What follows belongs to an exercise in optimizing a design on an open flow for small area; a production flow would make more cautious choices.
The RTL was checked by simulation tests, not by an equivalence proof against the original design.
Power is estimated from default activity; no workload was simulated.

==> flow/design.v <==
module i2c_ina219_x3 #(
    parameter [7:0] SENSOR_ADDR = 8'h80  
)(
    input wire clk,
    input wire reset,
    input wire sda_i,
    output reg sda_o,
    output reg sda_oe,
    output reg scl,
    output reg [15:0] data_out
);
    localparam TICK_DIV  = 2;    
    localparam IDLE_WAIT = 20;   
    reg [1:0] clk_div;
    reg tick;
    always @(posedge clk or negedge reset) begin
        if (!reset) begin tick <= 0; clk_div <= 0; end
        else if (clk_div == TICK_DIV) begin tick <= 1; clk_div <= 0; end
        else begin tick <= 0; clk_div <= clk_div + 1; end
    end
    reg [1:0] phase;
    reg [7:0] current_byte;
    localparam IDLE=0, START1=1, START2=2,
               WRITE_BIT=3, READ_ACK=4,
               READ_BIT=5, SEND_ACK=6, SEND_NACK=7,
               STOP1=8, STOP2=9, STOP3=10,
               WAIT_STEP=11, NEXT_PHASE=12;
    reg [4:0] state;
    reg [3:0] bit_cnt;
    reg [2:0] sub_step;
    reg [1:0] byte_idx;
    reg [15:0] read_buffer;
    reg [4:0] long_timer;
    always @(posedge clk or negedge reset) begin
        if (!reset) begin
            state <= IDLE; scl <= 1; sda_oe <= 0; sda_o <= 1;
            phase <= 0; byte_idx <= 0; data_out <= 0;
            current_byte <= 0; bit_cnt <= 0; sub_step <= 0;
            read_buffer <= 0; long_timer <= 0;
        end else if (tick) begin
            case (state)
                IDLE: begin
                    scl <= 1; sda_oe <= 1; sda_o <= 1;
                    if (long_timer == IDLE_WAIT) begin
                        long_timer <= 0;
                        state <= START1;
                    end else long_timer <= long_timer + 1;
                end
                START1: begin scl <= 1; sda_o <= 0; state <= START2; end
                START2: begin
                    scl <= 0;
                    state <= WRITE_BIT;
                    bit_cnt <= 7;
                    sub_step <= 0;
                    if (phase == 0) begin  
                        if (byte_idx == 0) current_byte <= SENSOR_ADDR;
                        else if (byte_idx == 1) current_byte <= 8'h05;
                        else if (byte_idx == 2) current_byte <= 8'h10;
                        else current_byte <= 8'h00;
                    end else if (phase == 1) begin  
                        if (byte_idx == 0) current_byte <= SENSOR_ADDR;
                        else current_byte <= 8'h04;
                    end else begin  
                        current_byte <= SENSOR_ADDR | 8'h01;
                    end
                end
                WRITE_BIT: begin
                    case (sub_step)
                        0: begin scl<=0; sda_oe<=1; sda_o<=current_byte[bit_cnt]; sub_step<=1; end
                        1: begin scl<=1; sub_step<=2; end
                        2: begin scl<=1; sub_step<=3; end
                        3: begin
                            scl<=0;
                            if (bit_cnt==0) begin state<=READ_ACK; sub_step<=0; end
                            else begin bit_cnt<=bit_cnt-1; sub_step<=0; end
                        end
                    endcase
                end
                READ_ACK: begin
                    case (sub_step)
                        0: begin scl<=0; sda_oe<=0; sub_step<=1; end  
                        1: begin scl<=1; sub_step<=2; end
                        2: begin scl<=1; sub_step<=3; end
                        3: begin
                            scl<=0;
                            if (phase == 2 && byte_idx == 0) begin
                                state <= READ_BIT; bit_cnt <= 7; byte_idx <= 1; sub_step <= 0;
                            end else begin
                                if (phase == 0 && byte_idx < 3) begin
                                    byte_idx <= byte_idx + 1;
                                    state <= WRITE_BIT;
                                    bit_cnt <= 7;
                                    if (byte_idx == 0) current_byte <= 8'h05;
                                    else if (byte_idx == 1) current_byte <= 8'h10;
                                    else current_byte <= 8'h00;
                                end else if (phase == 1 && byte_idx < 1) begin
                                    byte_idx <= byte_idx + 1;
                                    state <= WRITE_BIT;
                                    bit_cnt <= 7;
                                    current_byte <= 8'h04;
                                end else begin
                                    state <= STOP1;
                                end
                            end
                        end
                    endcase
                end
                READ_BIT: begin
                    case (sub_step)
                        0: begin scl<=0; sda_oe<=0; sub_step<=1; end
                        1: begin scl<=1; sub_step<=2; end
                        2: begin
                            scl<=1;
                            if (byte_idx == 1) read_buffer[bit_cnt + 8] <= sda_i;  
                            else read_buffer[bit_cnt] <= sda_i;  
                            sub_step<=3;
                        end
                        3: begin
                            scl<=0;
                            if (bit_cnt==0) begin
                                if (byte_idx == 1) state<=SEND_ACK;
                                else state<=SEND_NACK;
                                sub_step<=0;
                            end else begin bit_cnt<=bit_cnt-1; sub_step<=0; end
                        end
                    endcase
                end
                SEND_ACK: begin
                    case (sub_step)
                        0: begin scl<=0; sda_oe<=1; sda_o<=0; sub_step<=1; end
                        1: begin scl<=1; sub_step<=2; end
                        2: begin scl<=1; sub_step<=3; end
                        3: begin
                            scl<=0;
                            byte_idx <= 2;
                            state <= READ_BIT; bit_cnt <= 7; sub_step <= 0;
                        end
                    endcase
                end
                SEND_NACK: begin
                    case (sub_step)
                        0: begin scl<=0; sda_oe<=1; sda_o<=1; sub_step<=1; end
                        1: begin scl<=1; sub_step<=2; end
                        2: begin scl<=1; sub_step<=3; end
                        3: begin scl<=0; state <= STOP1; end
                    endcase
                end
                STOP1: begin scl<=0; sda_oe<=1; sda_o<=0; state<=STOP2; end
                STOP2: begin scl<=1; state<=STOP3; end
                STOP3: begin
                    sda_o<=1;
                    state <= NEXT_PHASE;
                end
                NEXT_PHASE: begin
                    if (phase == 0) phase <= 1;       
                    else if (phase == 1) phase <= 2;  
                    else begin
                        phase <= 1;  
                        data_out <= read_buffer;  
                    end
                    byte_idx <= 0;
                    state <= IDLE;
                end
            endcase
        end
    end
endmodule
module lcd_controller_x3 (
    input clk,
    input reset,
    input [15:0] val1,  
    input [15:0] val2,  
    input [15:0] val3,  
    output reg rs,
    output reg rw,
    output reg enable,
    output reg [7:0] data
);
    localparam TICK_DIV = 9;  
    reg [3:0] count_tick;
    reg lcd_tick;  
    always @(posedge clk or negedge reset) begin
        if (!reset) begin
            lcd_tick <= 0;
            count_tick <= 0;
        end else if (count_tick == TICK_DIV) begin  
            lcd_tick <= 1;
            count_tick <= 0;
        end else begin
            lcd_tick <= 0;
            count_tick <= count_tick + 1;
        end
    end
    localparam PWR_ON = 0,
               FUNC_SET1 = 1, FUNC_SET2 = 2, FUNC_SET3 = 3,
               DISP_ON = 4, CLEAR = 5, ENTRY_MODE = 6,
               WR_S1_LABEL = 7, WR_S1_VAL = 8,
               WR_SPACE = 9,
               WR_S2_LABEL = 10, WR_S2_VAL = 11,
               NEXT_LINE = 12,
               WR_S3_LABEL = 13, WR_S3_VAL = 14,
               FINISH = 15;
    reg [4:0] state;
    reg [3:0] char_idx;
    reg [3:0] char_idx1;
    reg [2:0] sub_step;  
    always @(posedge clk or negedge reset) begin
        if (!reset) begin
            state <= PWR_ON; enable <= 0; rs <= 0; rw <= 0;
            data <= 0; char_idx <= 0; char_idx1 <= 0; sub_step <= 0;
        end else if (lcd_tick) begin
            case (sub_step)
                0: begin  
                    enable <= 0;
                    rw <= 0;  
                    case (state)
                        PWR_ON: begin rs<=0; data<=8'h38; end
                        FUNC_SET1: begin rs<=0; data<=8'h38; end
                        FUNC_SET2: begin rs<=0; data<=8'h38; end
                        FUNC_SET3: begin rs<=0; data<=8'h38; end
                        DISP_ON:   begin rs<=0; data<=8'h0C; end
                        CLEAR:     begin rs<=0; data<=8'h01; end
                        ENTRY_MODE:begin rs<=0; data<=8'h06; end
                        WR_S1_LABEL: begin 
                            rs<=1; 
                            case(char_idx) 0:data<="S"; 1:data<="1"; 2:data<=":"; endcase 
                        end
                        WR_S1_VAL: begin
                            rs<=1;
                            case(char_idx1)
                                0:data<=8'h30 + ((val1/100)%10);  
                                1:data<=8'h30 + ((val1/10)%10);   
										  2:data<=8'h2E;   
                                3:data<=8'h30 + (val1%10);        
                            endcase
                        end
                        WR_SPACE: begin rs<=1; data<=" "; end
                        WR_S2_LABEL: begin 
                            rs<=1; 
                            case(char_idx) 0:data<="S"; 1:data<="2"; 2:data<=":"; endcase 
                        end
                        WR_S2_VAL: begin
                            rs<=1;
                            case(char_idx1)
                                0:data<=8'h30 + ((val2/100)%10);
                                1:data<=8'h30 + ((val2/10)%10);
										  2:data<=8'h2E;   
                                3:data<=8'h30 + (val2%10);
                            endcase
                        end
                        NEXT_LINE: begin rs<=0; data<=8'hC0; end  
                        WR_S3_LABEL: begin 
                            rs<=1; 
                            case(char_idx) 0:data<="S"; 1:data<="3"; 2:data<=":"; endcase 
                        end
                        WR_S3_VAL: begin
                            rs<=1;
                            case(char_idx1)
                                0:data<=8'h30 + ((val3/100)%10);
                                1:data<=8'h30 + ((val3/10)%10);
										  2:data<=8'h2E;   
                                3:data<=8'h30 + (val3%10);
                            endcase
                        end
                        FINISH: begin rs<=0; data<=8'h80; end  
                    endcase
                    sub_step <= 1;
                end
                1: begin enable <= 1; sub_step <= 2; end  
                2: begin 
                    enable <= 0; sub_step <= 0;  
                    case (state)
                        PWR_ON: state <= FUNC_SET1;
                        FUNC_SET1: state <= FUNC_SET2;
                        FUNC_SET2: state <= FUNC_SET3;
                        FUNC_SET3: state <= DISP_ON;
                        DISP_ON: state <= CLEAR;
                        CLEAR: state <= ENTRY_MODE;
                        ENTRY_MODE: begin state <= WR_S1_LABEL; char_idx <= 0; char_idx1 <= 0; end
                        WR_S1_LABEL: if(char_idx==2) begin state<=WR_S1_VAL; char_idx<=0; end else char_idx<=char_idx+1;
                        WR_S1_VAL:   if(char_idx1==3) begin state<=WR_SPACE; char_idx1<=0; end else char_idx1<=char_idx1+1;
                        WR_SPACE:    begin state<=WR_S2_LABEL; char_idx<=0; char_idx1<=0; end
                        WR_S2_LABEL: if(char_idx==2) begin state<=WR_S2_VAL; char_idx<=0; end else char_idx<=char_idx+1;
                        WR_S2_VAL:   if(char_idx1==3) begin state<=NEXT_LINE; char_idx1<=0; end else char_idx1<=char_idx1+1;
                        NEXT_LINE:   begin state<=WR_S3_LABEL; char_idx<=0; char_idx1<=0; end
                        WR_S3_LABEL: if(char_idx==2) begin state<=WR_S3_VAL; char_idx<=0; end else char_idx<=char_idx+1;
                        WR_S3_VAL:   if(char_idx1==3) begin state<=FINISH; end else char_idx1<=char_idx1+1;
                        FINISH: begin state<=WR_S1_LABEL; char_idx<=0; char_idx1 <= 0; end  
                    endcase
                end
            endcase
        end
    end
endmodule
module top_module_x3 (
    input wire clk,
    input wire rst_n,
    output reg buzzer,
    input  wire sda1_i, output wire sda1_o, output wire sda1_oe, output wire scl1,
    input  wire sda2_i, output wire sda2_o, output wire sda2_oe, output wire scl2,
    input  wire sda3_i, output wire sda3_o, output wire sda3_oe, output wire scl3,
    output wire lcd_rs,
    output wire lcd_rw,
    output wire lcd_en,
    output wire [7:0] lcd_d,
    output reg relay1,
    output reg relay2,
    output reg relay3
);
    localparam STARTUP_CYCLES = 4000;
    localparam FILTER_CYCLES  = 1000;
    wire [15:0] w_s1;
    wire [15:0] w_s2;
    wire [15:0] w_s3;
    i2c_ina219_x3 #(.SENSOR_ADDR(8'h80)) U_SENSOR1 (.clk(clk),.reset(rst_n),.sda_i(sda1_i),.sda_o(sda1_o),.sda_oe(sda1_oe),.scl(scl1),.data_out(w_s1));
    i2c_ina219_x3 #(.SENSOR_ADDR(8'h82)) U_SENSOR2 (.clk(clk),.reset(rst_n),.sda_i(sda2_i),.sda_o(sda2_o),.sda_oe(sda2_oe),.scl(scl2),.data_out(w_s2));
    i2c_ina219_x3 #(.SENSOR_ADDR(8'h88)) U_SENSOR3 (.clk(clk),.reset(rst_n),.sda_i(sda3_i),.sda_o(sda3_o),.sda_oe(sda3_oe),.scl(scl3),.data_out(w_s3));
    reg [11:0] startup_timer;
    reg [10:0] f1;
    reg [10:0] f2;
    reg [10:0] f3;
    always @(posedge clk or negedge rst_n) begin
        if (!rst_n) begin
            relay1 <= 1;
            relay2 <= 1;
            relay3 <= 1;
            buzzer <= 1'b1;
            startup_timer <= 0;
            f1<=0; f2<=0; f3<=0;
        end else begin
            if (startup_timer < STARTUP_CYCLES) begin
                startup_timer <= startup_timer + 1;
                relay1 <= 1; relay2 <= 1; relay3 <= 1;  
            end
            else begin
                if (w_s1 > 16'd500 && w_s1 < 16'd32000) begin
                    buzzer <= 1'b0;
                    if (f1 < FILTER_CYCLES) f1 <= f1 + 1;
                    else relay1 <= 0;  
                end else begin
                    f1 <= 0;
                end
                if (w_s2 > 16'd500 && w_s2 < 16'd32000) begin
                    buzzer <= 1'b0;
                    if (f2 < FILTER_CYCLES) f2 <= f2 + 1;
                    else relay2 <= 0;
                end else f2 <= 0;
                if (w_s3 > 16'd500 && w_s3 < 16'd32000) begin
                    buzzer <= 1'b0;
                    if (f3 < FILTER_CYCLES) f3 <= f3 + 1;
                    else relay3 <= 0;
                end else f3 <= 0;
            end
        end
    end
    lcd_controller_x3 U_LCD (
        .clk(clk), .reset(rst_n),
        .val1(w_s1), .val2(w_s2), .val3(w_s3),
        .rs(lcd_rs), .rw(lcd_rw), .enable(lcd_en), .data(lcd_d)
    );
endmodule
==> flow/run.sh <==
#!/bin/bash
# synth_recipe.tcl (not shown) runs the flow's synth.tcl, then flattens the netlist and writes it again
# the make line also repeats each setting of config.mk as NAME=value (left out here)
make -C /OpenROAD-flow-scripts/flow DESIGN_CONFIG=/design/flow/config.mk WORK_HOME=/design/flow/orfs CLKGATE_MAP_FILE= SYNTH_SCRIPT=/design/flow/synth_recipe.tcl finish
==> flow/config.mk <==
export PLATFORM = sky130hd
export DESIGN_NAME = top_module_x3
export DESIGN_NICKNAME = top_module_x3
export VERILOG_FILES = /design/flow/design.v
export SDC_FILE = /design/flow/constraint.sdc
export NUM_CORES = 4
export LEC_CHECK = 0
export CAP_MARGIN = 20
export CORE_MARGIN = 2
export CORE_UTILIZATION = 40
export SLEW_MARGIN = 20
==> flow/constraint.sdc <==
create_clock -name core_clock -period 20.0 [get_ports {clk}]
set_input_delay 4.0000 -clock core_clock [delete_from_list [all_inputs] [get_ports {clk}]]
set_output_delay 4.0000 -clock core_clock [all_outputs]
set_load 0.01 [all_outputs]
==> run summary <==
Final GP Congestion=between 0.9 and 1; Remaining Overflow, GRT=0; synthesized netlist net count=6033; cts repair resizes=0; required time worst endpoint=20.42 ns; num ports=29; FP Rows=117; Placed Cells=about 7000; clock period minus worst slack=about 14 ns; Reg-to-Reg Start=U_SENSOR3.data_out[14]; Reg clk slew, reported paths=roughly 0.060 ns; Max Buffers Root-to-Sink=3; hold-fix buffers at CTS=0; status=timing/DRC/antenna clean; Worst Hold Class=flop to flop; most used cell, CP=nor2_1; Post-Syn Area=41400 µm²; CP peak stage delay=about 0.75 ns; crit share post-route=68.6%; initial antenna violation count=0; P_leak=about 17 nW; core footprint=~100000 µm²; Met3 Routed Length=approximately 7400 µm; DRC=0; startpoint types=flop; Final HPWL DP=roughly 94000 µm; critical path peak fanout=30; Setup WS pre-CTS=approximately 6.5 ns; post-CTS setup buffers=0; Top Layer Used=met4; Synth Register Bits=261; max-slew violation count=0; CTS H-Tree Depth=2; hold path endpoint=U_SENSOR3.clk_div[0]; r2r endpoint=U_LCD.data[5]; Max Clock Freq=around 73 MHz; Async S/R FF share, synth=100%; RSZ-0062 raised after global routing=no; pin count of the biggest net entering global routing=88; Setup CP Type=flop to flop; drt first pass iters=9; power density over cell area=~27 nW/µm²; layout cells sized above 1=7.05%; Die Area=roughly 110000 µm²; die width=326 µm; data arrival time of the critical path=approximately 14 ns; worst reg2reg path depth=42; HP Start=U_SENSOR3.clk_div[0]; # Max-Cap Violations=0; setup TNS=0 ns; Wirelength per Cell=~18 µm; ys flop type=dfrtp_1; Layout area overhead=4.94%; DR vias/cell=about 6.4; GRT Total Usage=between 20% and 30%; # setup viols final=0; Die Height=326 µm; clk_skew=between 0.03 and 0.04 ns; vias in the first global route=41085; Seq/Total Area, Yosys=15.8%; Final Hold Fails=0; clock sink count=261; NumNets Final=5786; CP endpoint kind=flop; hold path depth=1; post-route ant nets=0; reg-to-reg setup timing slack=between 6 and 7 ns; VDD IR max=roughly 0.000064 V; wl on met1=60100 µm; Clk Latency, worst-skew pair=0.57 ns; Post-Route WL=127000 µm; CTS tree=built; Yosys cell types=between 100 and 150; CTS Root Cell=clkbuf_16; slowest CP cell=nor2_1; Yosys warnings=5; number of diodes=0; max_slew headroom=about a quarter; vias=about 45000; Initial Util=40.5%; number of synthesized flops with an enable pin=0; Avg Cell Area, Syn=6.97 µm²; total CTS buffers=34; Setup WS post-layout=between 6 and 7 ns; initial drt markers=roughly 4600; Post-Syn Instances=roughly 5900; first-pass GRT wire length=between 200000 and 250000 µm; met2 routed WL=roughly 57000 µm; Layout Cells excl Fill=7083; Worst-Margin Slew=1.14 ns; count of input and output buffers=27
[registers in the layout, indices dropped and copies added (netlist names), 5 cells and up]
signal	flops
U_SENSOR1.read_buffer	16
f2	11
U_SENSOR1.long_timer	5
U_SENSOR2.data_out	16
f1	11
U_SENSOR2.long_timer	5
f3	11
U_SENSOR3.data_out	16
U_LCD.data	8
U_SENSOR2.read_buffer	16
U_SENSOR3.long_timer	5
startup_timer	12
U_SENSOR1.data_out	16
U_SENSOR3.read_buffer	16
[critical path: cells and delay by family, from the launching register on]
kind,cells,cell delay [ns]
xor+xnor,2,0.46
buf+inv,1,0.13
simple gates,16,6.13
compound gates,20,5.23
fa+ha+maj,3,0.91
flops,1,0.68
[worst max path at each step]
stage                           startpoint       endpoint  slack (ns)  depth (start not counted)
CTS                 U_SENSOR3.data_out[14]  U_LCD.data[5]        6.46                         42
floorplan           U_SENSOR1.data_out[14]  U_LCD.data[5]        9.67                         53
global placement    U_SENSOR1.data_out[13]  U_LCD.data[5]        6.80                         39
finish              U_SENSOR3.data_out[14]  U_LCD.data[5]        6.29                         42
global route        U_SENSOR3.data_out[14]  U_LCD.data[6]        5.14                         43
detailed placement  U_SENSOR3.data_out[14]  U_LCD.data[5]        6.49                         42
[cells in the final DEF, fill, tap and decap left out, types with 91 or more instances in the layout]
master and n:
inv_1 158, nor2_1 593, nand2_1 602, a21oi_1 423, nand3_1 246, xnor2_1 204
o21ai_0 424, dfrtp_1 251, a31oi_1 127, nor3_1 228, ha_1 91, o211ai_1 116
[layer usage]
metal	up-vias	GRT usage (%)
li1	22109	-
met1	21437	32.3
met2	1422	36.5
met3	183	2.81
met4	0	5.34
met5	-	0
[stage by stage]
step                      area, µm²  utilization (%)  total power [mW]  hold WS [ns]
after detailed placement      42300             41.4             0.553         0.428
after global routing          43400             42.5              1.20         0.462
after global placement        42300             41.4             0.553         0.423
after CTS                     43400             42.5              1.18         0.439
after floorplan               41400                -             0.540         0.411
final                         43400             42.5              1.15         0.434
[report_power, final]
group          switching (mW)  internal (mW)
clock                   0.255          0.357
combinational          0.0117        0.00164
sequential           0.000249          0.529
total                   0.267          0.887
[synthesized netlist by cell type (85+ instances only)]
cell type	instances	area [µm²]
o21ai_0	424	2120
nand2_1	602	2260
inv_1	158	593
and2_1	85	532
nor2_1	593	2230
a21oi_1	423	2120
nor3_1	229	1150
ha_1	91	1140
xnor2_1	204	1790
clkbuf_1	263	987
mux2i_1	86	861
a31oi_1	128	801
and3_1	86	538
o211ai_1	116	871
nand3_1	246	1230
dfrtp_1	251	6280
[area by class of cell]
class | count | area (µm²)
flip-flops and latches | 261 | 6540
clock inverters | 13 | 169
fillers | 10649 | 58800
multi-input cells | 5128 | 32700
inverters | 176 | 661
well taps | 1368 | 1710
repair buffers | 89 | 741
clock buffers | 48 | 933
[cells by family after synthesis]
group           share of synthesized area [%]
buf+inv                                  5.36
simple gates                             28.8
mux                                      4.32
xor+xnor                                 5.60
flops                                    15.8
other cells                           0.00906
fa+ha+maj                                3.72
compound gates                           36.3

static timing again, ports no longer ideal:
Ports are ideal in the flow. The routed layout listed here was re-timed in OpenROAD.
Step 1, drivers: a clkbuf_16 drives clk and a buf_2 each remaining input, both assumed.
Step 2 adds t to the input delays and takes it off the output delays; t is the mean of the earliest and latest rising clock arrival at the registers after step 1. Input paths then give back, and output paths get back, about the clock's delay inside the block.
Three values: ideal ports, drivers, drivers and shift; two values: the first two.
shift t [ns]: 0.615
setup WS [ns]: 6.287 / 6.287 / 6.287
hold WS [ns]: 0.434 / 0.434 / 0.434
worst setup path after step 2: register to register
latest minus earliest clock arrival (ns): 0.039 / 0.039
After both steps this run still meets setup and hold. The setup slack of this run moves by 0.000 ns with the drivers and by 0.000 ns with both steps.
